Background: an optimization exercise with open tools, aiming at small area and a short achievable clock period. Do not read the settings as production practice.
Only simulation tests tie the RTL to the original design; equivalence was not proved.
Power is estimated from default activity; no workload was simulated.

## flow/design.v

```verilog
module ELM_log(
    input  [13:0] x0,
    output reg [3:0] k,
    output [6:0] w
    );
    wire [12:0] a = x0[12:0] ^ {13{x0[13]}};
    integer i;
    always @* begin
        k = 4'd0;
        for (i = 1; i < 13; i = i + 1)
            if (a[i]) k = i;
    end
    wire [18:0] ap = {2'b00, a, 4'b0000};
    assign w = (k[3:2] == 2'd0) ? ap[6:0] :
               (k[3:2] == 2'd1) ? ap[10:4] :
               (k[3:2] == 2'd2) ? ap[14:8] : ap[18:12];
endmodule
module ELM_frac(
    input  [6:0] w,
    input  [1:0] r,
    output [3:0] f
    );
    assign f = (r == 2'd0) ? w[3:0] :
               (r == 2'd1) ? w[4:1] :
               (r == 2'd2) ? w[5:2] : w[6:3];
endmodule
module ELM_add #(parameter N = 18) (
    input  [N-1:0] a,
    input  [N-1:0] b,
    input          cin,
    output [N-1:0] s
    );
    localparam L = 5;    
    wire [N:0] g0 = {a & b, cin};
    wire [N:0] p0 = {a ^ b, 1'b0};
    wire [N:0] g [0:L];
    wire [N:0] p [0:L];
    assign g[0] = g0;
    assign p[0] = p0;
    genvar l, i;
    generate
        for (l = 0; l < L; l = l + 1) begin : lvl
            for (i = 0; i <= N; i = i + 1) begin : bit_
                if ((i >> l) & 1) begin : op
                    localparam integer J = ((i >> l) << l) - 1;
                    assign g[l+1][i] = g[l][i] | (p[l][i] & g[l][J]);
                    assign p[l+1][i] = p[l][i] & p[l][J];
                end else begin : pass
                    assign g[l+1][i] = g[l][i];
                    assign p[l+1][i] = p[l][i];
                end
            end
        end
    endgenerate
    assign s = p0[N:1] ^ g[L][N-1:0];
endmodule
module ELM_back(
    input  [15:0] x,
    input  [15:0] y,
    input  [3:0]  kx,
    input  [6:0]  wx,
    input  [3:0]  ky,
    input  [6:0]  wy,
    output [31:0] p
    );
    wire [3:0] fx, fy;
    ELM_frac frx(.w(wx), .r(kx[1:0]), .f(fx));
    ELM_frac fry(.w(wy), .r(ky[1:0]), .f(fy));
    wire s  = x[13] ^ y[13];
    wire nz = (x[13] | (|x[7:0])) & (y[13] | (|y[7:0]));
    wire sn = s & nz;    
    wire [4:0] fs = fx + fy;
    wire [4:0] ks = kx + ky;
    wire [5:0] m  = fs[4] ? {1'b1, fs[3:0], 1'b0} : {2'b01, fs[3:0]};
    wire [3:0] d0;
    wire [6:0] d1;
    genvar j, i;
    generate
        for (i = 0; i < 4; i = i + 1) begin : dec0
            assign d0[i] = (ks[1:0] == i);
        end
        for (i = 0; i < 7; i = i + 1) begin : dec1
            if (i < 6) assign d1[i] = nz & (ks[4:2] == i);
            else       assign d1[i] = nz & ks[4] & ks[3];
        end
    endgenerate
    wire [8:0] m1;       
    generate
        for (j = 0; j < 9; j = j + 1) begin : sh0
            wire [3:0] t;
            for (i = 0; i < 4; i = i + 1) begin : b
                if (j - i >= 0 && j - i <= 5)
                    assign t[i] = d0[i] & m[j - i];
                else
                    assign t[i] = 1'b0;
            end
            assign m1[j] = |t;
        end
    endgenerate
    wire [27:0] pabs;    
    assign pabs[27:26] = 2'b00;
    generate
        for (j = 0; j < 26; j = j + 1) begin : sh1
            wire [6:0] t;
            for (i = 0; i < 7; i = i + 1) begin : b
                if (j + 4 - 4*i >= 0 && j + 4 - 4*i <= (i == 6 ? 5 : 8))
                    assign t[i] = d1[i] & m1[j + 4 - 4*i];
                else
                    assign t[i] = 1'b0;
            end
            assign pabs[j] = |t;
        end
    endgenerate
    wire x_one = x[14] ^ x[13];
    wire x_two = (x[15] ^ x[14]) & ~x_one;
    wire y_one = y[14] ^ y[13];
    wire y_two = (y[15] ^ y[14]) & ~y_one;
    wire sf1 = x[15] & (x_one | x_two);
    wire sf0 = y[15] & (y_one | y_two);
    wire [16:0] ye = {y[15], y};
    wire [14:0] xe = {x[13], x[13:0]};
    wire [16:0] pp2 = ({17{x_one}} & ye | {17{x_two}} & {ye[15:0], 1'b0}) ^ {17{sf1}};
    wire [14:0] pp1 = ({15{y_one}} & xe | {15{y_two}} & {xe[13:0], 1'b0}) ^ {15{sf0}};
    wire [13:0] al = pabs[13:0] ^ {14{sn}};
    wire [13:0] z;       
    generate
        for (i = 0; i < 14; i = i + 1) begin : zlo
            if (i == 0) assign z[i] = 1'b1;
            else        assign z[i] = ~|al[i-1:0];
        end
    endgenerate
    assign p[13:0] = al ^ ({14{sf0}} & z);
    wire cin = sf0 & (sn | (|pabs[13:0]));
    wire [17:0] hb = {pp2[16], pp2};
    wire [17:0] hc = {{3{pp1[14]}}, pp1};
    wire [17:0] ph = {4'b0000, pabs[27:14]};
    wire [17:0] ex = hb ^ hc ^ {18{sn}};
    wire [17:0] eo = sn ? (hb & hc) : (hb | hc);    
    wire [17:0] ea = sn ? (hb | hc) : (hb & hc);    
    wire [17:0] cs = ph ^ ex;
    wire [17:0] cy = (ph & eo) | (~ph & ea);
    wire [17:0] cc = {cy[16:0], sf1};
    ELM_add #(.N(18)) hi_add(.a(cs), .b(cc), .cin(cin), .s(p[31:14]));
endmodule
module ELM_Mitchw5(
    input  [15:0] x,
    input  [15:0] y,
    output [31:0] p
    );
    wire [3:0] kx, ky;
    wire [6:0] wx, wy;
    ELM_log  lx(.x0(x[13:0]), .k(kx), .w(wx));
    ELM_log  ly(.x0(y[13:0]), .k(ky), .w(wy));
    ELM_back b(.x(x), .y(y), .kx(kx), .wx(wx), .ky(ky), .wy(wy), .p(p));
endmodule
module mult_top(
    input clk,
    input  [15:0] x,
    input  [15:0] y,
    output reg [31:0] p_out
    );
    wire [3:0] kx_d, ky_d;
    wire [6:0] wx_d, wy_d;
    reg  [15:0] X_vec, Y_vec;
    reg  [3:0]  KX_vec, KY_vec;
    reg  [6:0]  WX_vec, WY_vec;
    ELM_log log_x(.x0(x[13:0]), .k(kx_d), .w(wx_d));
    ELM_log log_y(.x0(y[13:0]), .k(ky_d), .w(wy_d));
    wire [31:0] P_vec;
    ELM_back back(.x(X_vec), .y(Y_vec), .kx(KX_vec), .wx(WX_vec), .ky(KY_vec), .wy(WY_vec), .p(P_vec));
    always @(posedge clk)
    begin
        X_vec  <= x;
        Y_vec  <= y;
        KX_vec <= kx_d;
        WX_vec <= wx_d;
        KY_vec <= ky_d;
        WY_vec <= wy_d;
        p_out  <= P_vec;
    end
endmodule
```

## flow/flow/run.sh

```bash
#!/bin/bash
# Standard layout with three changes: no full/half-adder cells in synthesis
# (the adders are left as plain gates for abc), timing repair aimed at a
# tighter setup slack than the design's own settings allow, and the port
# buffers are plain buf_1 cells rather than delay buffers.
set -euo pipefail
export ADDER_MAP_FILE=
export SETUP_SLACK_MARGIN=6.3
export BUFFER_PORTS_ARGS="-buffer_cell sky130_fd_sc_hd__buf_1"
bash standard.sh > standard_flow.log 2>&1
```

## flow/standard.sh

```bash
#!/bin/bash
# synth_recipe.tcl (not shown) runs the flow's synth.tcl, then flattens the netlist and writes it again
# the make line also repeats each setting of config.mk as NAME=value (left out here)
make -C /OpenROAD-flow-scripts/flow DESIGN_CONFIG=/design/flow/config.mk WORK_HOME=/design/flow/orfs CLKGATE_MAP_FILE= SYNTH_SCRIPT=/design/flow/synth_recipe.tcl "${@:-finish}"
```

## flow/config.mk

```make
export PLATFORM = sky130hd
export DESIGN_NAME = mult_top
export DESIGN_NICKNAME = mult_top
export VERILOG_FILES = /design/flow/design.v
export SDC_FILE = /design/flow/constraint.sdc
export NUM_CORES = 4
export LEC_CHECK = 0
export ABC_AREA = 1
export CAP_MARGIN = 20
export CORE_MARGIN = 2
export CORE_UTILIZATION = 40
export CTS_BUF_LIST = sky130_fd_sc_hd__clkbuf_4 sky130_fd_sc_hd__clkbuf_8
export PLACE_DENSITY = 0.6
export SLEW_MARGIN = 20
```

## flow/constraint.sdc

```tcl
create_clock -name core_clock -period 10.0 [get_ports {clk}]
set_input_delay 2.0000 -clock core_clock [delete_from_list [all_inputs] [get_ports {clk}]]
set_output_delay 2.0000 -clock core_clock [all_outputs]
set_load 0.01 [all_outputs]
```

==> results of run 1 <==
flip-flops by register name, indices dropped and copies added, names as in the netlist:
signal and count:
p_out 32, WX_vec 7, KY_vec 4, KX_vec 4, WY_vec 7, Y_vec 16
X_vec 16
stage by stage:
step | total power [W] | utilization
after floorplan | 0.00140 | -
after global placement | 0.00160 | 0.428
after detailed placement | 0.00161 | 0.428
after CTS | 0.00186 | 0.440
after global routing | 0.00208 | 0.454
final | 0.00189 | 0.454
worst max-delay path, stage by stage (launching register included):
cell and delay (ns):
dfxtp_1 0.51, nor2_1 0.14, nor2_1 0.24, inv_1 0.21, o22ai_1 0.29, xor2_1 0.11
or2_2 0.31, nand2_1 0.08, xor2_1 0.18, xor2_1 0.23, inv_1 0.08, nand2_1 0.08
nand2_1 0.06, nor2_1 0.10, nand2_1 0.07, nand2_2 0.10, nand2_2 0.07, nand2_4 0.12
nand2_2 0.07, nand2_2 0.09, nand2_1 0.07, nand3b_1 0.08, nand2_1 0.05
cell usage in the layout (no fill, tap or decap), drive strengths merged, types with 2 or more instances in the layout:
master and count:
a21oi 24, or2 18, buf 69, nor3 6, nand4 6, a31oi 2, o21ai 60, nand3 54
nand3b 3, clkinvlp 2, clkbuf 13, xor2 96, o221ai 9, nor2 108, a22oi 6, nand2 368
inv 153, dfxtp 86, xnor2 33, o22ai 27
final cells by class:
class | count | area share
inverters | 150 | 0.0741
repair buffers | 72 | 0.0395
clock buffers | 10 | 0.0177
multi-input cells | 828 | 0.603
clock inverters | 6 | 0.00676
well taps | 225 | 0.0362
flip-flops and latches | 86 | 0.223
cells by family (layout without fill, tap and decap cells):
logic type / count (synthesis) / after routing
flip-flops: 86 / 86
buffers and inverters: 174 / 238
AND/OR/NAND/NOR: 563 / 564
XOR/XNOR: 130 / 130
AO/OA/AOI/OAI: 134 / 134
routing by layer:
layer / wire length, µm / track usage / vias to the layer above / share of wire
li1: - / - / 3509 / -
met1: 8280 / 0.252 / 2831 / 0.50
met2: 7250 / 0.292 / 145 / 0.44
met3: 731 / 0.0385 / 19 / 0.044
met4: 295 / 0.0475 / 0 / 0.018
met5: 0 / 0 / - / 0
where the power goes:
part / leakage (nW) / switching [W] / internal [W]
Sequential: 0.726 / 0.0000264 / 0.000423
Clock: 0.0914 / 0.000143 / 0.000101
Combinational: 3.09 / 0.000763 / 0.000434
worst paths after layout:
path	startpoint	end	slack [ns]	depth (start not counted)
worst max register to register	Y_vec[13]	p_out[31]	6.57	22
worst min-delay path	X_vec[15]	p_out[31]	0.72	5
worst min register to register	X_vec[15]	p_out[31]	0.72	5
worst max-delay path	Y_vec[13]	p_out[31]	6.57	22
timing repair:
| action | 4_1_cts | 5_1_grt |
|---|---|---|
| gates resized for setup | 4 | 48 |
| endpoints found under the setup margin | 14 | 36 |
| endpoints found under the hold margin | 0 | 0 |
| cloned | 0 | 1 |
| pin swaps | 0 | 2 |
| buffers inserted | 0 | 7 |
==> metrics.cfg, run 1 <==
[synthesis]
ys_seq_area_frac=0.248
synth_xor_area_frac=0.170
ys_ff_latch=86
synthFlopType=dfxtp_1
yosys.area.top_type=dfxtp_1
postSynthCellCount=1087
ys_warn_count=3
syn_area_mm2=0.00694
yosys.cell_types.count=50
synth_common_cells=nand2_1 (325), inv_1 (139), xor2_1 (92)
synthAdderAreaFrac=0
synthesis.nets=1120
synthTopCellsByArea=dfxtp_1 (25%), nand2_1 (18%), xor2_1 (12%)
synth-compound-area-share=0.119
muxShareOfSynthArea=0
synthArstFlopShare=0
synth-simple-area-share=0.361
synth_top_family_by_area=simple AND/OR/NAND/NOR gates
avgSynthCellArea_um2=6.38
synth_edf_count=0
synth_top_cell_area_share=0.248
synth.most_common_cell=nand2_1

[global_route]
grt_overflow=0
grt_max_degree=44
grt_pass1_vias=5678
antenna_found_initial=0
track_usage=0.183
grt_first_pass_wirelength_mm=26.9

[sta]
fmax_ghz=0.291
slew_headroom=0.612
hold_violations=0
period_minus_slack_ns=3.43
worstMarginPinSlew_ns=0.578
tns_ns=0
rsz0062_at_grt=true
setup_viol=0
finalClockSkew_ns=0.0111
slew_violations=0
fin_hold_ws_ns=0.720
setup_ws_ns=6.57
finalCritPeriodShare=0.343

[finish]
syn_to_final_growth_pct=12.0
multi_input_area_mm2=0.00468
seq_area_mm2=0.00173
fill_cells=1833
antennaDiodeCount=0
stdcell_area_mm2=0.00777
final_nets=1180
final_cells=1377
drive_gt1_frac=0.133

[outcome]
status=finished clean

[clock_network]
postCtsHoldBufs=0
cts-buffers-inserted=9
cts.htree.levels=3
cts_tree=done
clk_path_buf_depth=2
clock_latency_ns=0.38
cts.clk_slew.worst_paths_ns=0.09
cts_root_buffer=clkbuf_8
clock_sinks=86

[pwr]
power_density_mw_per_mm2=243
ir_drop_v=0.000110
power_leakage_nw=3.90

[detailed_routing]
dr.pass1.iters=5
wl_mm=16.6
wl_per_cell_um=12.0
avgViaCountPerCell=4.72
drt_iter0_markers=393
vias=6504
drc_errors=0
ant_nets=0

[placement]
postPlaceCellArea_mm2=0.00733
hpwl_mm=13.3
io_buffers=64
gp_congestion=0.899
dp_cells=1353
place_ws_ns=6.01

[floorplanning]
rows=48
die_x_um=136
start_util=0.405
die_h_um=136
io_pins=65
die_area_mm2=0.0184
core-area_mm2=0.0171

[job]
timing.max_cap.violations=0

[setup_path]
cp.required_ns=10.29
critPathArrivalTime_ns=3.72
critPathLaunchType=flip-flop
path_max_fanout=12
crit_type=flip-flop to flip-flop
end_kind=flip-flop

[hold_path]
hold_class=flip-flop to flip-flop

==> inputs of run 2 (changes only) <==
--- a/flow/flow/run.sh
+++ b/flow/flow/run.sh
@@ -6,5 +6,5 @@
 set -euo pipefail
 export ADDER_MAP_FILE=
-export SETUP_SLACK_MARGIN=6.3
+export SETUP_SLACK_MARGIN=6.2
 export BUFFER_PORTS_ARGS="-buffer_cell sky130_fd_sc_hd__buf_1"
 bash standard.sh > standard_flow.log 2>&1
==> run 2 against run 1 <==
  * Die area is the same
  * Power shrank 1.1%
  * Fmax shrank 0.92%
  * Sequential share of layout area grew 0.23 points
  * Synthesized cell count is the same
  * Combinational power is essentially flat
  * Clock skew is essentially flat
  * Count of clock-buffer cells in the layout is the same
  * Highest routed layer unchanged
==> metrics.cfg, run 2 <==
[finish]
syn_to_final_growth_pct=10.9
final_common_cell=nand2_1
largest_reg_flops=32  ; unchanged
seq_area_mm2=0.00173  ; unchanged
multi_input_area_mm2=0.00461  ; -1.5%
antennaDiodeCount=0  ; unchanged
final_core_util=0.449  ; -0.00460
most-common-layout-cells=nand2_1 (325), inv_1 (139), xor2_1 (91)
fill_cells=1844  ; +0.60%
final_nets=1178  ; -0.17%
drive_gt1_frac=0.123  ; -0.0102
top_register=p_out
top_regs=p_out (32), X_vec (16), Y_vec (16)

[setup_path]
critPathBufInv=3  ; +1
timing.rr.end=p_out[31]
reg2reg_setup_slack_ns=6.53  ; -0.03 ns
end_kind=flip-flop
crit_type=flip-flop to flip-flop
cpMostUsedCell=nand2_1
critPathArrivalTime_ns=3.76  ; +0.04 ns
r2r_start=KX_vec[0]
slowest_delay_ns=0.39  ; -0.12 ns
cp_top_family=simple AND/OR/NAND/NOR gates
reg2regPathDepth=28  ; +27%
cp_slowest_cell=dfxtp_4
path_max_fanout=10  ; -2
cp.required_ns=10.29  ; about the same
critPathLaunchType=flip-flop

[sta]
fmax_ghz=0.289  ; -0.92%
period_minus_slack_ns=3.47  ; +0.0320 ns
finalClockSkew_ns=0.0111  ; +0.0000132 ns
rsz0062_at_grt=true
setup_viol=0  ; unchanged
slew_violations=0  ; unchanged
finalCritPeriodShare=0.347  ; +0.00320
slew_headroom=0.606  ; -0.00632
fin_hold_ws_ns=0.721  ; +0.000206 ns
tns_ns=0  ; unchanged
worstMarginPinSlew_ns=0.588  ; +0.00942 ns
setup_ws_ns=6.53  ; -0.0320 ns
hold_violations=0  ; unchanged

[clock_network]
cts.clk_slew.worst_paths_ns=0.10  ; about the same
cts.htree.levels=3  ; unchanged
cts_tree=done
clock_sinks=86  ; unchanged
cts_root_buffer=clkbuf_8
clk_path_buf_depth=2  ; unchanged
cts-buffers-inserted=9  ; unchanged
clock_latency_ns=0.39  ; about the same

[synthesis]
ys_warn_count=3  ; unchanged
synthesis.nets=1120  ; unchanged
yosys.area.top_type=dfxtp_1
synthFlopType=dfxtp_1
ys_seq_area_frac=0.248  ; unchanged
yosys.cell_types.count=50  ; unchanged
synth_edf_count=0  ; unchanged
ys_ff_latch=86  ; unchanged
syn_area_mm2=0.00694  ; unchanged
postSynthCellCount=1087  ; unchanged
synthTopCellsByArea=dfxtp_1 (25%), nand2_1 (18%), xor2_1 (12%)
synthArstFlopShare=0  ; unchanged
synth_common_cells=nand2_1 (325), inv_1 (139), xor2_1 (92)
avgSynthCellArea_um2=6.38  ; unchanged
synth.most_common_cell=nand2_1
synth_top_cell_area_share=0.248  ; unchanged

[hold_path]
hold_end=p_out[31]
holdCritStartpoint=X_vec[15]
whs_path_depth=5  ; unchanged
hold_class=flip-flop to flip-flop

[detailed_routing]
ant_nets=0  ; unchanged
wl_mm=16.5  ; -0.51%
dr.pass1.iters=5  ; unchanged
drt_iter0_markers=403  ; +2.5%
wl_per_cell_um=12.0  ; -0.37%
vias=6461  ; -0.66%
avgViaCountPerCell=4.70  ; -0.52%
drc_errors=0  ; unchanged

[floorplanning]
die_area_mm2=0.0184  ; unchanged
die_h_um=136  ; unchanged
start_util=0.405  ; unchanged
rows=48  ; unchanged
die_x_um=136  ; unchanged
core-area_mm2=0.0171  ; unchanged
io_pins=65  ; unchanged

[placement]
io_buffers=64  ; unchanged
place_ws_ns=6.01  ; unchanged
hpwl_mm=13.3  ; unchanged
gp_congestion=0.899  ; unchanged

[global_route]
grt_first_pass_wirelength_mm=26.9  ; -0.15%
track_usage=0.183  ; -0.000236
grt_overflow=0  ; unchanged
antenna_found_initial=0  ; unchanged
grt_max_degree=44  ; unchanged
grt_pass1_vias=5668  ; -0.18%

[outcome]
status=finished clean

[pwr]
power_density_mw_per_mm2=243  ; -0.11%
power_leakage_nw=3.88  ; -0.67%
ir_drop_v=0.000111  ; +0.40%

[job]
timing.max_cap.violations=0  ; unchanged

run 2: cell counts after synthesis:
No cell type changed its count.
run 2: kinds of logic after synthesis:
logic type	share of synthesized area
simple gates	0.361
buf+inv	0.102
compound gates	0.119
xor+xnor	0.170
flops	0.248
run 2: repair_timing:
item / 4_1_cts / 5_1_grt
pin swaps: 0 / 2
setup buffers: 0 / 6
hold buffers: 0 / 0
endpoints found under the setup margin: 5 / 29
resized for setup: 1 / 34
run 2: stage by stage:
| stage | total power (W) | cells | instance area [µm²] |
|---|---|---|---|
| after global placement | 0.00160 | 1353 | 7330 |
| final | 0.00187 | 1375 | 7690 |
| after detailed placement | 0.00161 | 1353 | 7330 |
| after global routing | 0.00206 | 1375 | 7690 |
| after floorplan | 0.00140 | 1087 | 6940 |
| after CTS | 0.00186 | 1369 | 7520 |
run 2: per-layer routing:
metal	global-route usage	vias up	wire length (µm)
met5	0	-	0
met4	0.0475	0	297
met3	0.0385	21	733
met2	0.292	141	7150
met1	0.251	2791	8290
li1	-	3508	-
run 2: worst max path at each step:
| stage | start | end | depth (start not counted) |
|---|---|---|---|
| after global placement | y[13] | WY_vec[4] | 10 |
| after global routing | KX_vec[0] | p_out[13] | 27 |
| after floorplan | y[13] | WY_vec[1] | 9 |
| final | KX_vec[0] | p_out[31] | 28 |
| after detailed placement | y[13] | WY_vec[4] | 10 |
| after CTS | KX_vec[0] | p_out[31] | 29 |
run 2: tightest hold or removal path: stages (launching register included):
cell	delay (ns)
dfxtp_1	0.35
a22oi_1	0.09
inv_1	0.07
nor2_1	0.05
nand3_1	0.08
nand2_1	0.05
run 2: cell type report:
cell class | count | area share
sequential | 86 | 0.225
clock inverter | 6 | 0.00683
multi-input combinational | 827 | 0.600
clock buffer | 10 | 0.0179
inverter | 150 | 0.0745
timing repair buffer | 71 | 0.0389
tap | 225 | 0.0366
run 2: report_power, final:
group / internal, W / leakage (nW) / total, W / switching (W)
Sequential: 0.000423 / 0.726 / 0.000450 / 0.0000266
Clock: 0.000101 / 0.0914 / 0.000244 / 0.000143
Combinational: 0.000425 / 3.06 / 0.00118 / 0.000751
==> inputs of run 3 (changes only) <==
--- a/flow/flow/run.sh
+++ b/flow/flow/run.sh
@@ -6,5 +6,5 @@
 set -euo pipefail
 export ADDER_MAP_FILE=
-export SETUP_SLACK_MARGIN=6.2
+export SETUP_SLACK_MARGIN=6.0
 export BUFFER_PORTS_ARGS="-buffer_cell sky130_fd_sc_hd__buf_1"
 bash standard.sh > standard_flow.log 2>&1
--- a/flow/config.mk
+++ b/flow/config.mk
@@ -11,4 +11,4 @@
 export CORE_UTILIZATION = 40
 export CTS_BUF_LIST = sky130_fd_sc_hd__clkbuf_4 sky130_fd_sc_hd__clkbuf_8
-export PLACE_DENSITY = 0.6
+export PLACE_DENSITY = 0.7
 export SLEW_MARGIN = 20
==> run 3 against run 2 <==
  * Critical endpoint is now WX_vec[2]
  * Cell count is 0.36% lower
  * Flip-flop and latch count stayed put
  * Power is 1.8% lower
  * Register-to-register slack worse by 0.08 ns
  * Via count hardly changed
  * Count of clock-buffer cells in the layout is 1 lower
  * Hold slack better by 0.0033 ns
  * Still clean
  * Clock skew is 0.0014 ns higher
  * Critical path type is now input pin to flip-flop
  * Non-clock buffer count is 5 lower
  * Sequential power hardly changed
  * First-iteration DRC count is 37% higher
==> metrics.cfg, run 3 <==
[synthesis]
synthesis.nets=1120  ; unchanged
postSynthCellCount=1087  ; unchanged
yosys.area.top_type=dfxtp_1
syn_area_mm2=0.00694  ; unchanged
synth.most_common_cell=nand2_1
ys_ff_latch=86  ; unchanged
synthTopCellsByArea=dfxtp_1 (25%), nand2_1 (18%), xor2_1 (12%)
synth_edf_count=0  ; unchanged
synth_common_cells=nand2_1 (325), inv_1 (139), xor2_1 (92)
avgSynthCellArea_um2=6.38  ; unchanged
synthArstFlopShare=0  ; unchanged
ys_seq_area_frac=0.248  ; unchanged
yosys.cell_types.count=50  ; unchanged
ys_warn_count=3  ; unchanged
synthFlopType=dfxtp_1
synth_top_cell_area_share=0.248  ; unchanged

[global_route]
grt_first_pass_wirelength_mm=26.0  ; -3.5%
track_usage=0.177  ; -0.00606
antenna_found_initial=0  ; unchanged
grt_overflow=0  ; unchanged
grt_pass1_vias=5557  ; -2.0%
grt_max_degree=44  ; unchanged

[finish]
drive_gt1_frac=0.108  ; -0.0143
final_nets=1173  ; -0.42%
antennaDiodeCount=0  ; unchanged
syn_to_final_growth_pct=8.62
final_common_cell=nand2_1
largest_reg_flops=32  ; unchanged
final_cells=1370  ; -0.36%
top_regs=p_out (32), X_vec (16), Y_vec (16)
top_register=p_out
fill_cells=1830  ; -0.76%
most-common-layout-cells=nand2_1 (325), inv_1 (139), xor2_1 (92)

[detailed_routing]
vias=6460  ; -0.015%
wl_mm=16.0  ; -2.6%
wl_per_cell_um=11.7  ; -2.2%
ant_nets=0  ; unchanged
drc_errors=0  ; unchanged
drt_iter0_markers=553  ; +37%
dr.pass1.iters=6  ; +1
avgViaCountPerCell=4.72  ; +0.35%

[outcome]
status=finished clean

[floorplanning]
core-area_mm2=0.0171  ; unchanged
start_util=0.405  ; unchanged
rows=48  ; unchanged
die_area_mm2=0.0184  ; unchanged
die_h_um=136  ; unchanged
die_x_um=136  ; unchanged
io_pins=65  ; unchanged

[sta]
tns_ns=0  ; unchanged
setup_viol=0  ; unchanged
slew_violations=0  ; unchanged
period_minus_slack_ns=3.70  ; +0.234 ns
worstMarginPinSlew_ns=0.904  ; +0.316 ns
hold_violations=0  ; unchanged
rsz0062_at_grt=true
fmax_ghz=0.270  ; -6.3%
finalClockSkew_ns=0.0126  ; +0.00143 ns
slew_headroom=0.397  ; -0.209
finalCritPeriodShare=0.370  ; +0.0234

[setup_path]
cp.required_ns=10.30  ; about the same
timing.rr.end=p_out[31]
crit_path_end=WX_vec[2]
crit_type=input pin to flip-flop
end_kind=flip-flop
crit_start=x[13]
critPathLaunchType=input pin
reg2regPathDepth=21  ; -25%
r2r_start=Y_vec[13]
path_max_fanout=14  ; +4
reg2reg_setup_slack_ns=6.45  ; -0.08 ns
critPathArrivalTime_ns=4.00  ; +0.24 ns

[pwr]
power_leakage_nw=3.82  ; -1.5%
ir_drop_v=0.000110  ; -0.64%
power_density_mw_per_mm2=244  ; +0.26%

[job]
timing.max_cap.violations=0  ; unchanged

[hold_path]
hold_class=flip-flop to flip-flop

[clock_network]
cts.clk_slew.worst_paths_ns=0.10  ; about the same
clock_sinks=86  ; unchanged
clock_latency_ns=0.38  ; about the same
cts-buffers-inserted=9  ; unchanged
cts_tree=done
clk_path_buf_depth=2  ; unchanged
cts_root_buffer=clkbuf_8
cts.htree.levels=3  ; unchanged

[placement]
gp_congestion=0.912  ; +1.5%
dp_cells=1353  ; unchanged
hpwl_mm=13.0  ; -1.9%
io_buffers=64  ; unchanged

==> run 3: cell counts after synthesis <==
Identical to the previous run, type by type.
==> run 3: worst min-delay path by stage <==
stage,startpoint,cells after the start,end
floorplan,X_vec[15],5,p_out[31]
global placement,X_vec[15],5,p_out[31]
detailed placement,X_vec[15],5,p_out[31]
CTS,X_vec[15],5,p_out[31]
global route,X_vec[15],5,p_out[31]
finish,X_vec[15],5,p_out[31]
==> run 3: report_power, final <==
group	leakage, nW	internal (W)	switching (W)
clock network	0.0976	0.0000942	0.000139
registers	0.725	0.000423	0.0000292
logic	3.00	0.000412	0.000739
==> run 3: what timing repair did <==
item | CTS | global route
resized for setup | 0 | 10
endpoints found under the hold margin | 0 | 0
setup buffers | 0 | 1
hold buffers | 0 | 0
setup endpoints to repair | 0 | 17
==> run 3: layer usage <==
metal / track usage / share of wire
met2: 0.279 / 0.43
met1: 0.240 / 0.49
met5: 0 / 0
met4: 0.0631 / 0.022
met3: 0.0355 / 0.058
==> run 3: cell type report <==
| type | count | area (µm²) | share of cell area |
|---|---|---|---|
| clock buffer | 9 | 124 | 0.0164 |
| inverter | 150 | 573 | 0.0761 |
| timing repair buffer | 66 | 255 | 0.0339 |
| tap | 225 | 282 | 0.0374 |
| clock inverter | 7 | 55.1 | 0.00731 |
| sequential | 86 | 1730 | 0.229 |
| multi-input combinational | 827 | 4520 | 0.599 |
==> run 3: cell families (layout without fill, tap and decap cells) <==
family,Yosys count,count (layout),synth area share
xor gates and xnor gates,130,130,0.170
DFF,86,86,0.248
AOI/OAI and AO/OA,134,134,0.119
and+or+nand+nor,563,563,0.361
buffers and inverters,174,232,0.102
==> run 3: critical path: stages <==
cell and delay (ns):
buf_1 0.66, xnor2_1 0.27, inv_1 0.07, nor2_1 0.16, nand2_1 0.11, nor2_1 0.10
inv_1 0.08, nor2_1 0.23, inv_1 0.14, o221ai_1 0.18
==> run 3: stage by stage <==
step           area (µm²)  total power (W)  setup slack (ns)  hold slack (ns)   util
6_report             7530          0.00184              6.30            0.724  0.440
5_1_grt              7530          0.00202              5.98            0.812  0.440
4_1_cts              7510          0.00184              6.10            0.745  0.439
3_5_place_dp         7330          0.00161              5.96            0.730  0.428
3_3_place_gp         7330          0.00159              5.99            0.721  0.428
2_1_floorplan        6940          0.00140              6.34            0.652      -
==> inputs of run 4 (changes only) <==
==> flow/flow/run.sh (replaced) <==
#!/bin/bash
# Standard layout with these changes:
# - synthesis leaves the adders as plain gates (no full/half-adder cells) and
#   maps them with flow/abc_map.script (the standard flow's synthesis script otherwise);
# - timing repair aims at a tighter setup slack than the design's settings;
# - the port buffers are plain buf_1 cells rather than delay buffers.
set -euo pipefail
here=$(pwd)
export ADDER_MAP_FILE=
export SETUP_SLACK_MARGIN=6.0
export BUFFER_PORTS_ARGS="-buffer_cell sky130_fd_sc_hd__buf_1"
export FLOW_ABC_SCRIPT=$here/flow/abc_map.script
sed "s#SYNTH_SCRIPT=[^ ]*#SYNTH_SCRIPT=$here/flow/synth_abc.tcl#" standard.sh > standard_abc.sh
bash standard_abc.sh synth > synth_flow.log 2>&1
bash standard.sh > standard_flow.log 2>&1
==> flow/flow/abc_map.script (new file) <==
strash
dch
map -a
topo
stime -c
buffer -c
upsize -c
dnsize -c
==> flow/flow/synth_abc.tcl (new file) <==
# The standard flow's synthesis script (synth_recipe.tcl) with one change: the final abc
# mapping runs flow/abc_map.script instead of ORFS's abc script.
proc synth {args} { yosys synth -nofsm -noshare {*}$args }
proc abc {args} {
  set i [lsearch -exact $args -script]
  if { $i >= 0 } { lset args [expr { $i + 1 }] $::env(FLOW_ABC_SCRIPT) }
  yosys abc {*}$args
}
source $::env(SCRIPTS_DIR)/synth.tcl
# left out here: clear keep_hierarchy, flatten, clean up, hide names made inside functions, write 1_2_yosys.v
--- a/flow/config.mk
+++ b/flow/config.mk
@@ -10,5 +10,4 @@
 export CORE_MARGIN = 2
 export CORE_UTILIZATION = 40
-export CTS_BUF_LIST = sky130_fd_sc_hd__clkbuf_4 sky130_fd_sc_hd__clkbuf_8
-export PLACE_DENSITY = 0.7
+export PLACE_DENSITY = 0.6
 export SLEW_MARGIN = 20
==> run 4 against run 3 <==
  * Cell count down 8.9%
  * Count of clock-buffer cells in the layout is the same
  * Cell area grew 7.0%
  * Combinational power grew about 10%
  * Global-route usage rose by 2.1 points
  * Utilization rose by 9.4 points
  * Fmax shrank 18%
  * Wire length grew 3.8%
  * Power rose by 12%
  * Largest cell class unchanged
==> metrics.cfg, run 4 <==
[floorplanning]
die_area_mm2=0.0164  ; -11%
rows=45  ; -6.3%
die_h_um=128  ; -5.7%
die_x_um=128  ; -5.7%
core-area_mm2=0.0151  ; -12%
io_pins=65  ; unchanged
start_util=0.408  ; +0.00245

[detailed_routing]
wl_mm=16.6  ; +3.8%
dr.pass1.iters=5  ; -1
vias=6056  ; -6.3%
drc_errors=0  ; unchanged
drt_iter0_markers=265  ; -52%
ant_nets=0  ; unchanged
wl_per_cell_um=13.3  ; +14%
avgViaCountPerCell=4.85  ; +2.9%

[setup_path]
cp_slowest_cell=dfxtp_4
crit_type=flip-flop to flip-flop
critPathArrivalTime_ns=4.79  ; +0.79 ns
path_max_fanout=7  ; -7
end_kind=flip-flop
slowest_delay_ns=0.36  ; -0.30 ns
cp.required_ns=10.29  ; about the same
critPathLaunchType=flip-flop
reg2reg_setup_slack_ns=5.50  ; -0.95 ns

[sta]
period_minus_slack_ns=4.50  ; +0.798 ns
slew_headroom=0.402  ; +0.00453
setup_viol=0  ; unchanged
finalClockSkew_ns=0.0107  ; -0.00181 ns
hold_violations=0  ; unchanged
tns_ns=0  ; unchanged
slew_violations=0  ; unchanged
finalCritPeriodShare=0.450  ; +0.0798
fmax_ghz=0.222  ; -18%
worstMarginPinSlew_ns=0.891  ; -0.0128 ns
rsz0062_at_grt=true

[clock_network]
cts-buffers-inserted=9  ; unchanged
clock_latency_ns=0.36  ; -0.02 ns
cts.htree.levels=3  ; unchanged
cts.clk_slew.worst_paths_ns=0.07  ; -0.03 ns
clk_path_buf_depth=2  ; unchanged
clock_sinks=86  ; unchanged
cts_tree=done
cts_root_buffer=clkbuf_16

[synthesis]
synthFlopType=dfxtp_1
synth.most_common_cell=nand2_1
ys_warn_count=3  ; unchanged
synth_top_cell_area_share=0.280  ; +0.0316
ys_seq_area_frac=0.280  ; +0.0316
synth_common_cells=nand2_1 (171), inv_1 (139), nor2_1 (128)
yosys.area.top_type=dfxtp_1
synthArstFlopShare=0  ; unchanged
avgSynthCellArea_um2=6.75  ; +5.8%
synthesis.nets=944  ; -16%
yosys.cell_types.count=55  ; +10%
ys_ff_latch=86  ; unchanged
synth_edf_count=0  ; unchanged
syn_area_mm2=0.00615  ; -11%
postSynthCellCount=911  ; -16%
synthTopCellsByArea=dfxtp_1 (28%), xor2_1 (11%), nand2_1 (10%)

[pwr]
clkPwrFrac=0.167  ; +0.040
net-switching-power_w=0.000898  ; -0.98%
combPwrFrac=0.619  ; -0.008
p_int_w=0.00115  ; +24%
power_density_mw_per_mm2=255  ; +4.5%
total_power_w=0.00205  ; +12%
power_leakage_nw=3.71  ; -2.8%
p_sw_frac=0.438  ; -0.0564
ir_drop_v=0.000136  ; +24%
sequentialPowerShare=0.214  ; -0.032

[finish]
largest_reg_flops=32  ; unchanged
antennaDiodeCount=0  ; unchanged
final_nets=1088  ; -7.2%
top_regs=p_out (32), X_vec (16), Y_vec (16)
most-common-layout-cells=nand2_1 (151), inv_1 (134), nor2_1 (112)
drive_gt1_frac=0.244  ; +0.136
syn_to_final_growth_pct=31.0
final_common_cell=nand2_1
top_register=p_out

[placement]
io_buffers=64  ; unchanged
gp_congestion=0.886  ; -2.9%
hpwl_mm=11.9  ; -8.2%

[global_route]
grt_pass1_vias=5392  ; -3.0%
track_usage=0.198  ; +0.0209
grt_first_pass_wirelength_mm=25.6  ; -1.3%
antenna_found_initial=0  ; unchanged
grt_overflow=0  ; unchanged
grt_max_degree=32  ; -27%

[hold_path]
hold_class=flip-flop to flip-flop

[outcome]
status=finished clean

[job]
timing.max_cap.violations=0  ; unchanged

==> run 4: cell count changes in the layout (fill, tap and decap cells not counted), sizes merged, moves of 5 or more <==
cell   change
nand2    -191
buf       +80
nand3     -42
nor2      +28
a21oi     +24
o21ai     -24
xor2      -16
a22oi     +15
and2      +13
xnor2      +7
o22ai      +5
==> run 4: what timing repair did <==
item | 4_1_cts | 5_1_grt
buffers inserted | 56 | 22
hold buffers | 0 | 0
setup endpoints to repair | 18 | 35
pin swaps | 38 | 39
cloned | 1 | 0
gates resized for setup | 60 | 66
==> run 4: cell type report <==
cell class	instances	area (µm²)
inverter	153	591
sequential	86	1730
fill	1461	7030
clock buffer	9	225
clock inverter	7	82.6
timing repair buffer	147	883
multi-input combinational	658	4310
tap	188	235
==> run 4: critical path: cells and delay by family (launching register included) <==
kind                      cells  cell delay (ns)
AOI/OAI and AO/OA             8             1.40
buffers and inverters         7             0.69
and+or+nand+nor              14             1.24
xor gates and xnor gates      4             0.76
DFF                           1             0.36
==> run 4: through the flow <==
step / cells / hold WS, ns / setup slack [ns] / utilization / instance area, µm²
2_1_floorplan: 911 / 0.589 / 5.93 / - / 6190
3_3_place_gp: 1153 / 0.746 / 5.48 / 0.440 / 6650
3_5_place_dp: 1153 / 0.750 / 5.39 / 0.440 / 6650
4_1_cts: 1226 / 0.753 / 5.62 / 0.507 / 7640
5_1_grt: 1248 / 0.804 / 5.21 / 0.534 / 8060
6_report: 1248 / 0.754 / 5.50 / 0.534 / 8060
==> run 4: cells by family (layout without fill, tap and decap cells) <==
kind of cell | count (synthesis) | in the layout | synth area share
simple gates | 367 | 367 | 0.252
compound gates | 170 | 171 | 0.190
buf+inv | 168 | 316 | 0.103
xor+xnor | 120 | 120 | 0.176
flops | 86 | 86 | 0.280
==> run 4: routing by layer <==
layer	routed length, µm	GRT usage	share of wire
met1	7530	0.256	0.45
met2	7950	0.338	0.48
met3	784	0.0363	0.047
met4	392	0.0562	0.024
met5	0	0	0
==> run 4: final timing paths <==
check / cells after the start / start / to
worst min register to register: 3 / Y_vec[15] / p_out[31]
worst max-delay path: 33 / KY_vec[1] / p_out[26]
worst max register to register: 33 / KY_vec[1] / p_out[26]
worst min-delay path: 3 / Y_vec[15] / p_out[31]
==> run 4: power groups by stage <==
stage	clock network, W	logic (W)	registers (W)
floorplan	0	0.000693	0.000469
global placement	0	0.000892	0.000446
detailed placement	0	0.000893	0.000447
CTS	0.000351	0.00112	0.000439
global route	0.000365	0.00139	0.000444
finish	0.000343	0.00127	0.000438
==> inputs of run 5 (changes only) <==
==> flow/flow/abc_map.script (replaced) <==
strash
dch
map -a
topo
stime -c
==> run 5 against run 4 <==
  * Still clean
  * Synthesized area fell by 3.8%
  * Utilization up 1.8 points
  * Synthesized cell count shrank 1.6%
  * Combinational power is essentially flat
  * Clock power decreased by 6.1%
  * Fmax is 2.1% lower
  * Non-clock buffer count up 2
  * Count of clock-buffer cells in the layout increased by 2
==> metrics.cfg, run 5 <==
[placement]
dp_cells=1148  ; -0.43%
hpwl_mm=11.6  ; -2.8%
gp_congestion=0.930  ; +5.0%
io_buffers=64  ; unchanged

[floorplanning]
rows=44  ; -2.2%
die_area_mm2=0.0158  ; -3.7%
io_pins=65  ; unchanged
start_util=0.409  ; +0.00103
die_x_um=126  ; -1.9%
die_h_um=126  ; -1.9%
core-area_mm2=0.0145  ; -4.0%

[sta]
period_minus_slack_ns=4.60  ; +0.0975 ns
finalCritPeriodShare=0.460  ; +0.00975
fmax_ghz=0.218  ; -2.1%
tns_ns=0  ; unchanged
finalClockSkew_ns=0.0119  ; +0.00112 ns
setup_viol=0  ; unchanged
hold_violations=0  ; unchanged
slew_headroom=0.343  ; -0.0591
rsz0062_at_grt=true
worstMarginPinSlew_ns=0.973  ; +0.0819 ns
slew_violations=0  ; unchanged

[synthesis]
synth.most_common_cell=nand2_1
synthTopCellsByArea=dfxtp_1 (29%), xor2_1 (12%), nand2_1 (11%)
ys_seq_area_frac=0.291  ; +0.0111
yosys.cell_types.count=33  ; -40%
synth_edf_count=0  ; unchanged
postSynthCellCount=896  ; -1.6%
synth_common_cells=nand2_1 (176), clkinv_1 (153), nor2_1 (136)
synthArstFlopShare=0  ; unchanged
yosys.area.top_type=dfxtp_1
avgSynthCellArea_um2=6.61  ; -2.2%
synthesis.nets=929  ; -1.6%
syn_area_mm2=0.00592  ; -3.8%
ys_ff_latch=86  ; unchanged
synth_top_cell_area_share=0.291  ; +0.0111
ys_warn_count=3  ; unchanged
synthFlopType=dfxtp_1

[finish]
most-common-layout-cells=nand2_1 (160), clkinv_1 (130), nor2_1 (106)
fill_cells=1424  ; -2.5%
drive_gt1_frac=0.247  ; +0.00260
final_nets=1089  ; +0.092%
top_regs=p_out (32), X_vec (16), Y_vec (16)
antennaDiodeCount=0  ; unchanged
top_register=p_out
final_common_cell=nand2_1
largest_reg_flops=32  ; unchanged
syn_to_final_growth_pct=35.0
final_cells=1245  ; -0.24%

[setup_path]
path_max_fanout=8  ; +1
cpMostUsedCell=buf_4
critPathArrivalTime_ns=4.82  ; +0.03 ns
cp_slowest_cell=a221o_2
slowest_delay_ns=0.40  ; +0.04 ns
critPathLaunchType=flip-flop
cp.required_ns=10.23  ; -0.06 ns
crit_type=flip-flop to flip-flop
end_kind=flip-flop

[clock_network]
cts_root_buffer=clkbuf_16
postCtsHoldBufs=0  ; unchanged
clock_sinks=86  ; unchanged
clk_path_buf_depth=2  ; unchanged
clock_latency_ns=0.35  ; about the same
cts_tree=done
cts.clk_slew.worst_paths_ns=0.07  ; about the same
cts.htree.levels=3  ; unchanged
cts-buffers-inserted=9  ; unchanged

[global_route]
grt_max_degree=32  ; unchanged
grt_overflow=0  ; unchanged
grt_pass1_vias=5447  ; +1.0%
track_usage=0.198  ; +0.000503
grt_first_pass_wirelength_mm=25.6  ; -0.21%
antenna_found_initial=0  ; unchanged

[detailed_routing]
ant_nets=0  ; unchanged
wl_mm=15.8  ; -5.2%
wl_per_cell_um=12.7  ; -5.0%
vias=6013  ; -0.71%
drc_errors=0  ; unchanged
avgViaCountPerCell=4.83  ; -0.47%
dr.pass1.iters=5  ; unchanged
drt_iter0_markers=303  ; +14%

[pwr]
power_density_mw_per_mm2=252  ; -0.93%
power_leakage_nw=3.24  ; -13%
ir_drop_v=0.0000982  ; -28%

[hold_path]
hold_class=flip-flop to flip-flop

[job]
timing.max_cap.violations=0  ; unchanged

[outcome]
status=finished clean

==> run 5: cell types whose count changed in the layout (fill, tap and decap cells not counted), sizes merged <==
cell and delta:
clkbuf +3, inv -138, buf +1, clkinv +137, bufinv -1, a21oi -1
==> run 5: logic make-up (layout without fill, tap and decap cells) <==
| group | after synthesis | after routing | share of synthesized area |
|---|---|---|---|
| buffers and inverters | 153 | 318 | 0.0970 |
| AO/OA/AOI/OAI | 170 | 170 | 0.179 |
| flip-flops | 86 | 86 | 0.291 |
| XOR/XNOR | 120 | 120 | 0.178 |
| AND/OR/NAND/NOR | 367 | 367 | 0.255 |
==> run 5: metrics by stage <==
| step | util | area [µm²] | hold slack [ns] | setup slack (ns) | total power (W) |
|---|---|---|---|---|---|
| floorplan | - | 6100 | 0.598 | 5.58 | 0.00114 |
| detailed placement | 0.456 | 6600 | 0.679 | 4.99 | 0.00131 |
| CTS | 0.521 | 7540 | 0.697 | 5.33 | 0.00187 |
| finish | 0.552 | 7990 | 0.685 | 5.40 | 0.00202 |
| global placement | 0.456 | 6600 | 0.695 | 5.08 | 0.00131 |
| global route | 0.552 | 7990 | 0.755 | 5.07 | 0.00217 |
==> run 5: per-layer routing <==
layer  track usage  wire (µm)
met1         0.261       7300
met2         0.325       7430
met3        0.0357        590
met4        0.0765        450
met5             0          0
==> run 5: worst paths after layout <==
check / startpoint / to / slack (ns) / cells after the start
worst min register to register: X_vec[15] / p_out[31] / 0.68 / 3
worst max register to register: KX_vec[1] / p_out[30] / 5.40 / 32
worst min-delay path: X_vec[15] / p_out[31] / 0.68 / 3
worst max-delay path: KX_vec[1] / p_out[30] / 5.40 / 32
==> run 5: where the power goes <==
group	switching (W)	leakage [nW]	total, W	internal [W]
logic	0.000690	2.38	0.00125	0.000563
clock network	0.000145	0.133	0.000322	0.000177
registers	0.0000238	0.726	0.000441	0.000417
==> run 5: final cells by class <==
type / count / area (µm²) / share of cell area
clock buffers: 11 / 243 / 0.0304
clock inverters: 5 / 41.3 / 0.00517
inverters: 153 / 606 / 0.0758
multi-input cells: 657 / 4220 / 0.529
flip-flops and latches: 86 / 1730 / 0.217
well taps: 184 / 230 / 0.0288
repair buffers: 149 / 912 / 0.114
==> run 5: timing repair <==
action                     in CTS  in global routing
hold endpoints to repair        0                  0
gates resized for setup        51                 84
setup endpoints to repair      23                 42
cloned                          0                  0
pin swaps                      35                 50
setup buffers                  60                 21
==> run 5: critical path: cells and delay by family (launching register included) <==
kind / cells / cell delay, ns
AO/OA/AOI/OAI: 11 / 1.75
AND/OR/NAND/NOR: 9 / 0.80
buffers and inverters: 9 / 1.01
flip-flops: 1 / 0.36
XOR/XNOR: 3 / 0.53
==> inputs of run 6 (changes only) <==
==> flow/flow/abc_map.script (replaced) <==
strash
dch
map -B 0.5
topo
stime -c
buffer -c
upsize -c
dnsize -c
==> run 6 against run 5 <==
  * Critical path depth decreased by 23
  * Via count increased by 8.4%
  * Synthesized cell count grew 17%
  * Clock power increased by 6%
  * Synthesized area increased by 14%
  * Sequential power is 2% higher
  * Power down 4.9%
  * Count of clock-buffer cells in the layout fell by 2
  * Flip-flop and latch count is the same
==> metrics.cfg, run 6 <==
[placement]
io_buffers=64  ; unchanged
place_ws_ns=5.91  ; +0.923 ns
gp_congestion=0.954  ; +2.5%
hpwl_mm=13.4  ; +16%

[detailed_routing]
wl_mm=16.8  ; +6.5%
dr.pass1.iters=6  ; +1
ant_nets=0  ; unchanged
wl_per_cell_um=12.6  ; -0.56%
vias=6516  ; +8.4%
drt_iter0_markers=446  ; +47%
avgViaCountPerCell=4.89  ; +1.2%
drc_errors=0  ; unchanged

[global_route]
antenna_found_initial=0  ; unchanged
track_usage=0.192  ; -0.00632
grt_pass1_vias=5803  ; +6.5%
grt_max_degree=49  ; +53%
grt_overflow=0  ; unchanged
grt_first_pass_wirelength_mm=27.8  ; +8.9%

[floorplanning]
start_util=0.409  ; about the same
core-area_mm2=0.0165  ; +14%
die_area_mm2=0.0180  ; +14%
die_x_um=134  ; +6.7%
die_h_um=134  ; +6.7%
io_pins=65  ; unchanged
rows=47  ; +6.8%

[synthesis]
synth_top_cell_area_share=0.255  ; -0.0362
ys_ff_latch=86  ; unchanged
synth-compound-area-share=0.133  ; -0.0462
yosys.area.top_type=dfxtp_1
synth_xor_area_frac=0.159  ; -0.0190
muxShareOfSynthArea=0  ; unchanged
synth.most_common_cell=nand2_1
syn_area_mm2=0.00676  ; +14%
synth_top_family_by_area=simple AND/OR/NAND/NOR gates
avgSynthCellArea_um2=6.44  ; -2.5%
synthFlopType=dfxtp_1
yosys.cell_types.count=52  ; +58%
synthAdderAreaFrac=0  ; unchanged
synthArstFlopShare=0  ; unchanged
synthTopCellsByArea=dfxtp_1 (25%), nand2_1 (18%), xor2_1 (11%)
synth_common_cells=nand2_1 (318), inv_1 (127), xor2_1 (87)
ys_seq_area_frac=0.255  ; -0.0362
postSynthCellCount=1050  ; +17%
synth-simple-area-share=0.363  ; +0.108
synth_edf_count=0  ; unchanged
ys_warn_count=3  ; unchanged
synthesis.nets=1083  ; +17%

[clock_network]
cts_tree=done
clock_latency_ns=0.36  ; about the same
cts-buffers-inserted=9  ; unchanged
postCtsHoldBufs=0  ; unchanged
clk_path_buf_depth=2  ; unchanged
clock_sinks=86  ; unchanged
cts.htree.levels=3  ; unchanged
cts_root_buffer=clkbuf_16
cts.clk_slew.worst_paths_ns=0.07  ; about the same

[finish]
top_register=p_out
syn_to_final_growth_pct=12.7
top_regs=p_out (32), X_vec (16), Y_vec (16)
final_core_util=0.461  ; -0.0907
largest_reg_flops=32  ; unchanged
antennaDiodeCount=0  ; unchanged
drive_gt1_frac=0.0916  ; -0.155
final_common_cell=nand2_1
fill_cells=1736  ; +22%
final_nets=1141  ; +4.8%
most-common-layout-cells=nand2_1 (316), inv_1 (127), xor2_1 (87)

[setup_path]
timing.rr.end=p_out[30]
slowest_delay_ns=0.72  ; +0.32 ns
path_depth=9  ; -72%
r2r_start=KY_vec[1]
critPathBufInv=4  ; -5
critPathArrivalTime_ns=4.05  ; -0.77 ns
cpMostUsedCell=inv_1
cp_top_family=buffers and inverters
crit_type=input pin to flip-flop
cp_slowest_cell=buf_1
cp.required_ns=10.27  ; +0.04 ns
critPathLaunchType=input pin
reg2regPathDepth=21  ; -34%
reg2reg_setup_slack_ns=6.38  ; +0.98 ns
end_kind=flip-flop
crit_chain=buf_1, xnor2_1, inv_1, nor2_1, nand2_1, inv_1, nor2_1, inv_1, o221ai_1
path_max_fanout=14  ; +6

[sta]
rsz0062_at_grt=true
tns_ns=0  ; unchanged
finalCritPeriodShare=0.378  ; -0.0820
slew_violations=0  ; unchanged
period_minus_slack_ns=3.78  ; -0.820 ns
fmax_ghz=0.265  ; +22%
finalClockSkew_ns=0.0119  ; +0.0000328 ns
setup_ws_ns=6.22  ; +0.820 ns
worstMarginPinSlew_ns=1.00  ; +0.0316 ns
slew_headroom=0.330  ; -0.0126
hold_violations=0  ; unchanged
setup_viol=0  ; unchanged

[hold_path]
hold_class=flip-flop to flip-flop
whs_path_depth=5  ; +2
holdCritStartpoint=Y_vec[15]
hold_end=p_out[31]

[pwr]
combPwrFrac=0.588  ; -0.034
net-switching-power_w=0.000919  ; +7.1%
p_int_w=0.000998  ; -14%
p_sw_frac=0.479  ; +0.0536
ir_drop_v=0.000132  ; +35%
sequentialPowerShare=0.234  ; +0.015
clkPwrFrac=0.178  ; +0.018
power_leakage_nw=3.77  ; +16%
power_density_mw_per_mm2=252  ; -0.29%

[outcome]
status=finished clean

[job]
timing.max_cap.violations=0  ; unchanged

==> run 6: cell types whose count changed in the layout (fill, tap and decap cells not counted), moves of 17 or more <==
cell      previous run  this run
nand2_1            160       316
clkinv_1           130         0
inv_1                0       127
buf_4               79         6
nand3_1              8        56
nor2_1             106        75
nand4_1              5        22
==> run 6: through the flow <==
step	power, W	hold slack (ns)	instance area (µm²)	cells
2_1_floorplan	0.00134	0.633	6760	1050
5_1_grt	0.00211	0.795	7620	1333
6_report	0.00192	0.739	7620	1333
4_1_cts	0.00190	0.747	7490	1330
3_5_place_dp	0.00156	0.727	7190	1314
3_3_place_gp	0.00155	0.727	7190	1314
==> run 6: how the worst max path moves through the flow <==
stage / start / to
2_1_floorplan: y[13] / WY_vec[1]
3_3_place_gp: y[13] / WY_vec[3]
6_report: y[13] / WY_vec[3]
5_1_grt: KX_vec[1] / p_out[30]
4_1_cts: X_vec[13] / p_out[30]
3_5_place_dp: y[13] / WY_vec[3]
==> run 6: power by group through the flow <==
| stage | clock, W | sequential [W] | combinational, W |
|---|---|---|---|
| 6_report | 0.000341 | 0.000449 | 0.00113 |
| 5_1_grt | 0.000367 | 0.000455 | 0.00129 |
| 4_1_cts | 0.000352 | 0.000448 | 0.00110 |
| 3_5_place_dp | 0 | 0.000456 | 0.00110 |
| 3_3_place_gp | 0 | 0.000455 | 0.00109 |
| 2_1_floorplan | 0 | 0.000476 | 0.000864 |
==> run 6: layout make-up <==
cell class	count	area (µm²)	area share
multi-input cells	807	4520	0.593
flip-flops and latches	86	1740	0.228
inverters	134	503	0.0660
repair buffers	70	285	0.0374
well taps	220	275	0.0361
clock buffers	9	225	0.0296
clock inverters	7	73.8	0.00969
==> run 6: what timing repair did <==
| action | in CTS | in global routing |
|---|---|---|
| endpoints found under the setup margin | 0 | 17 |
| gates resized for setup | 0 | 27 |
| buffers inserted | 0 | 3 |
==> run 6: logic make-up after synthesis <==
family | Yosys count
xor+xnor | 120
compound gates | 146
simple gates | 541
flops | 86
buf+inv | 157
==> run 6: worst reg2reg max path, cell delays in order, from the launching register on <==
cell and delay (ns):
dfxtp_4 0.37, nor2_1 0.19, nor2_1 0.10, xnor2_1 0.14, a21oi_1 0.65, nand3_1 0.27
nand2_1 0.21, nand2_1 0.08, nand2_1 0.13, xor2_1 0.24, or2_1 0.21, nand2_1 0.07
nand2_1 0.10, nor2_1 0.06, nor2_1 0.16, nand2_4 0.12, nand2_1 0.08, nand2_1 0.10
nand2_1 0.10, nand2_1 0.05, nand2_1 0.05, nand2_1 0.04
==> run 6: metal layers <==
metal / up-vias / GRT usage / routed length [µm]
li1: 3495 / - / -
met5: - / 0 / 0
met2: 185 / 0.301 / 7280
met3: 28 / 0.0336 / 879
met1: 2808 / 0.265 / 8240
met4: 0 / 0.0691 / 399
==> inputs of run 7 (changes only) <==
--- a/flow/flow/run.sh
+++ b/flow/flow/run.sh
@@ -8,5 +8,5 @@
 here=$(pwd)
 export ADDER_MAP_FILE=
-export SETUP_SLACK_MARGIN=6.0
+export SETUP_SLACK_MARGIN=6.2
 export BUFFER_PORTS_ARGS="-buffer_cell sky130_fd_sc_hd__buf_1"
 export FLOW_ABC_SCRIPT=$here/flow/abc_map.script
==> flow/flow/abc_map.script (replaced) <==
strash
dch
map -B 0.9
strash
dch
map -B 0.9
topo
stime -c
buffer -c
upsize -c
dnsize -c
--- a/flow/config.mk
+++ b/flow/config.mk
@@ -10,4 +10,5 @@
 export CORE_MARGIN = 2
 export CORE_UTILIZATION = 40
+export CTS_BUF_LIST = sky130_fd_sc_hd__clkbuf_4 sky130_fd_sc_hd__clkbuf_8
 export PLACE_DENSITY = 0.6
 export SLEW_MARGIN = 20
==> run 7 against run 6 <==
  * Count of clock-buffer cells in the layout up 1
  * Highest routed layer unchanged
  * Synthesized cell count is 2.4% higher
  * Global-route usage down 0.69 points
  * Critical endpoint unchanged
==> metrics.cfg, run 7 <==
[synthesis]
synthTopCellsByArea=dfxtp_1 (25%), nand2_1 (19%), xor2_1 (12%)
synth_common_cells=nand2_1 (349), inv_1 (110), xor2_1 (93)
yosys.cell_types.count=50  ; -3.8%
synthesis.nets=1108  ; +2.3%
ys_warn_count=3  ; unchanged
avgSynthCellArea_um2=6.39  ; -0.83%
postSynthCellCount=1075  ; +2.4%
synthArstFlopShare=0  ; unchanged
synthFlopType=dfxtp_1
ys_ff_latch=86  ; unchanged
synth_top_cell_area_share=0.251  ; -0.00385
yosys.area.top_type=dfxtp_1
synth_edf_count=0  ; unchanged
ys_seq_area_frac=0.251  ; -0.00385
synth.most_common_cell=nand2_1
syn_area_mm2=0.00686  ; +1.5%

[outcome]
status=finished clean

[floorplanning]
die_x_um=135  ; +0.74%
io_pins=65  ; unchanged
die_h_um=135  ; +0.74%
core-area_mm2=0.0167  ; +1.1%
start_util=0.411  ; +0.00190
die_area_mm2=0.0182  ; +1.5%
rows=47  ; unchanged

[global_route]
track_usage=0.185  ; -0.00686
grt_first_pass_wirelength_mm=27.0  ; -3.1%
grt_pass1_vias=5667  ; -2.3%
grt_overflow=0  ; unchanged
antenna_found_initial=0  ; unchanged
grt_max_degree=44  ; -10%

[setup_path]
end_kind=flip-flop
cp.required_ns=10.30  ; +0.03 ns
reg2reg_setup_slack_ns=6.57  ; +0.19 ns
r2r_start=Y_vec[13]
crit_type=input pin to flip-flop
reg2regPathDepth=21  ; unchanged
path_max_fanout=14  ; unchanged
critPathLaunchType=input pin
timing.rr.end=p_out[30]
critPathArrivalTime_ns=3.87  ; -0.18 ns

[job]
timing.max_cap.violations=0  ; unchanged

[hold_path]
holdCritStartpoint=X_vec[15]
whs_path_depth=5  ; unchanged
hold_end=p_out[31]
hold_class=flip-flop to flip-flop

[detailed_routing]
ant_nets=0  ; unchanged
drt_iter0_markers=427  ; -4.3%
avgViaCountPerCell=4.70  ; -3.8%
vias=6364  ; -2.3%
wl_per_cell_um=12.0  ; -5.0%
wl_mm=16.2  ; -3.5%
dr.pass1.iters=5  ; -1
drc_errors=0  ; unchanged

[finish]
top_regs=p_out (32), X_vec (16), Y_vec (16)
final_nets=1162  ; +1.8%
final_core_util=0.448  ; -0.0131
largest_reg_flops=32  ; unchanged
drive_gt1_frac=0.108  ; +0.0168
top_register=p_out
most-common-layout-cells=nand2_1 (349), inv_1 (110), xor2_1 (93)
final_common_cell=nand2_1
antennaDiodeCount=0  ; unchanged
stdcell_area_mm2=0.00748  ; -1.8%
syn_to_final_growth_pct=9.02

[clock_network]
cts.clk_slew.worst_paths_ns=0.09  ; +0.02 ns
cts-buffers-inserted=9  ; unchanged
post_cts_resized=0  ; unchanged
post_cts_buffers=0  ; unchanged
clock_sinks=86  ; unchanged
clock_latency_ns=0.39  ; +0.03 ns
cts_root_buffer=clkbuf_8
clk_path_buf_depth=2  ; unchanged
cts_tree=done
cts.htree.levels=3  ; unchanged
postCtsHoldBufs=0  ; unchanged

[pwr]
power_leakage_nw=3.79  ; +0.38%
ir_drop_v=0.0000985  ; -26%
power_density_mw_per_mm2=243  ; -3.4%

[sta]
setup_viol=0  ; unchanged
slew_violations=0  ; unchanged
rsz0062_at_grt=true
fin_hold_ws_ns=0.779  ; +0.0401 ns
slew_headroom=0.439  ; +0.109
finalClockSkew_ns=0.0110  ; -0.000880 ns
worstMarginPinSlew_ns=0.841  ; -0.164 ns
hold_violations=0  ; unchanged
finalCritPeriodShare=0.357  ; -0.0205
period_minus_slack_ns=3.57  ; -0.205 ns
fmax_ghz=0.280  ; +5.7%
tns_ns=0  ; unchanged

[placement]
gp_congestion=0.917  ; -3.9%
io_buffers=64  ; unchanged
hpwl_mm=13.3  ; -0.75%
postPlaceCellArea_mm2=0.00726  ; +1.0%

## run 7: cell types whose count changed after synthesis, moves of 7 or more
cell / before / now
nand2_2: 16 / 24
nor2_1: 76 / 88
nand4_1: 22 / 5
xor2_2: 1 / 8
or2_1: 6 / 14
inv_1: 127 / 110
nand2_1: 318 / 349
inv_2: 7 / 26
a21oi_1: 36 / 17
## run 7: layout make-up
| type | instances | area [µm²] |
|---|---|---|
| clock buffers | 10 | 138 |
| clock inverters | 6 | 52.6 |
| fillers | 1841 | 9220 |
| inverters | 138 | 526 |
| multi-input cells | 829 | 4510 |
| flip-flops and latches | 86 | 1730 |
| well taps | 220 | 275 |
| repair buffers | 65 | 253 |
## run 7: cells by family (layout without fill, tap and decap cells)
kind of cell | Yosys count | after routing | share of synthesized area
and+or+nand+nor | 587 | 587 | 0.380
buffers and inverters | 160 | 219 | 0.0946
xor gates and xnor gates | 130 | 130 | 0.175
AOI/OAI and AO/OA | 111 | 111 | 0.0988
DFF | 86 | 86 | 0.251
adders and majority gates | 1 | 1 | 0.00164
## run 7: critical path: stages
cell	delay (ns)
buf_1	0.62
xnor2_1	0.30
and2_1	0.21
nand2_1	0.05
inv_1	0.08
nand2_1	0.09
nor2_1	0.22
inv_1	0.11
o221ai_1	0.19
## run 7: worst max path at each step
stage,to,start,slack [ns],depth (start not counted)
detailed placement,WX_vec[5],x[13],5.97,9
finish,WY_vec[3],y[13],6.43,9
CTS,p_out[30],X_vec[6],6.33,21
global placement,WX_vec[5],x[13],6.04,9
floorplan,WX_vec[5],x[13],6.34,8
global route,p_out[24],KY_vec[0],6.18,32
## run 7: where the power goes
part           internal, W  total, W  switching (W)
sequential        0.000423  0.000452      0.0000291
combinational     0.000393   0.00113       0.000733
clock             0.000101  0.000240       0.000139
total             0.000917   0.00182       0.000902
## run 7: per-layer routing
layer,vias up,GRT usage,share of wire,wire length [µm]
met5,-,0,0,0
met4,0,0.0561,0.018,286
met3,21,0.0334,0.050,807
met2,161,0.290,0.43,6940
met1,2734,0.260,0.50,8180
li1,3448,-,-,-
## run 7: through the flow
step,power [W],cells,worst slack (ns)
finish,0.00182,1354,6.43
detailed placement,0.00159,1338,5.97
global placement,0.00158,1338,6.04
CTS,0.00183,1354,6.33
floorplan,0.00137,1075,6.34
global route,0.00201,1354,6.18

afterwards: timing with drivers on the ports:
The flow's constraints put no driver on any port. The routed layouts listed below were extracted and timed again, unchanged, in two steps. Step 1 (the two cells are an assumption about what drives the block):
set clk [get_ports {clk}]
set_driving_cell -lib_cell sky130_fd_sc_hd__clkbuf_16 $clk
set_driving_cell -lib_cell sky130_fd_sc_hd__buf_2 [delete_from_list [all_inputs] $clk]
Step 2 times the ports against the registers' clock, not the clock port: input delays grow and output delays shrink by t, the midpoint of the rising clock arrivals with the driver on. a / b / c = ideal ports / drivers / drivers and shift; a / b = the first two.
run | t (ns) | slack for setup (ns) | clock arrival spread, ns | worst register clock-pin slew, ns | pins driven straight from the clock port
run 1 | 0.416 | 6.566 / 6.566 / 6.246 | 0.011 / 0.011 | 0.10 / 0.10 | 1
run 2 | 0.417 | 6.534 / 6.534 / 6.254 | 0.011 / 0.011 | 0.10 / 0.10 | 1
run 3 | 0.415 | 6.301 / 6.316 / 5.900 | 0.012 / 0.013 | 0.10 / 0.10 | 1
run 4 | 0.392 | 5.502 / 5.502 / 5.502 | 0.012 / 0.012 | 0.07 / 0.07 | 1
run 5 | 0.390 | 5.405 / 5.405 / 5.405 | 0.012 / 0.012 | 0.07 / 0.07 | 1
run 6 | 0.395 | 6.224 / 6.238 / 5.843 | 0.012 / 0.012 | 0.07 / 0.07 | 1
run 7 | 0.419 | 6.430 / 6.434 / 6.015 | 0.011 / 0.011 | 0.09 / 0.09 | 1
After both steps setup and hold are still met in every run listed. The setup slack of run 7, which loses most, moves by +0.004 ns with the drivers and by -0.415 ns with both steps.
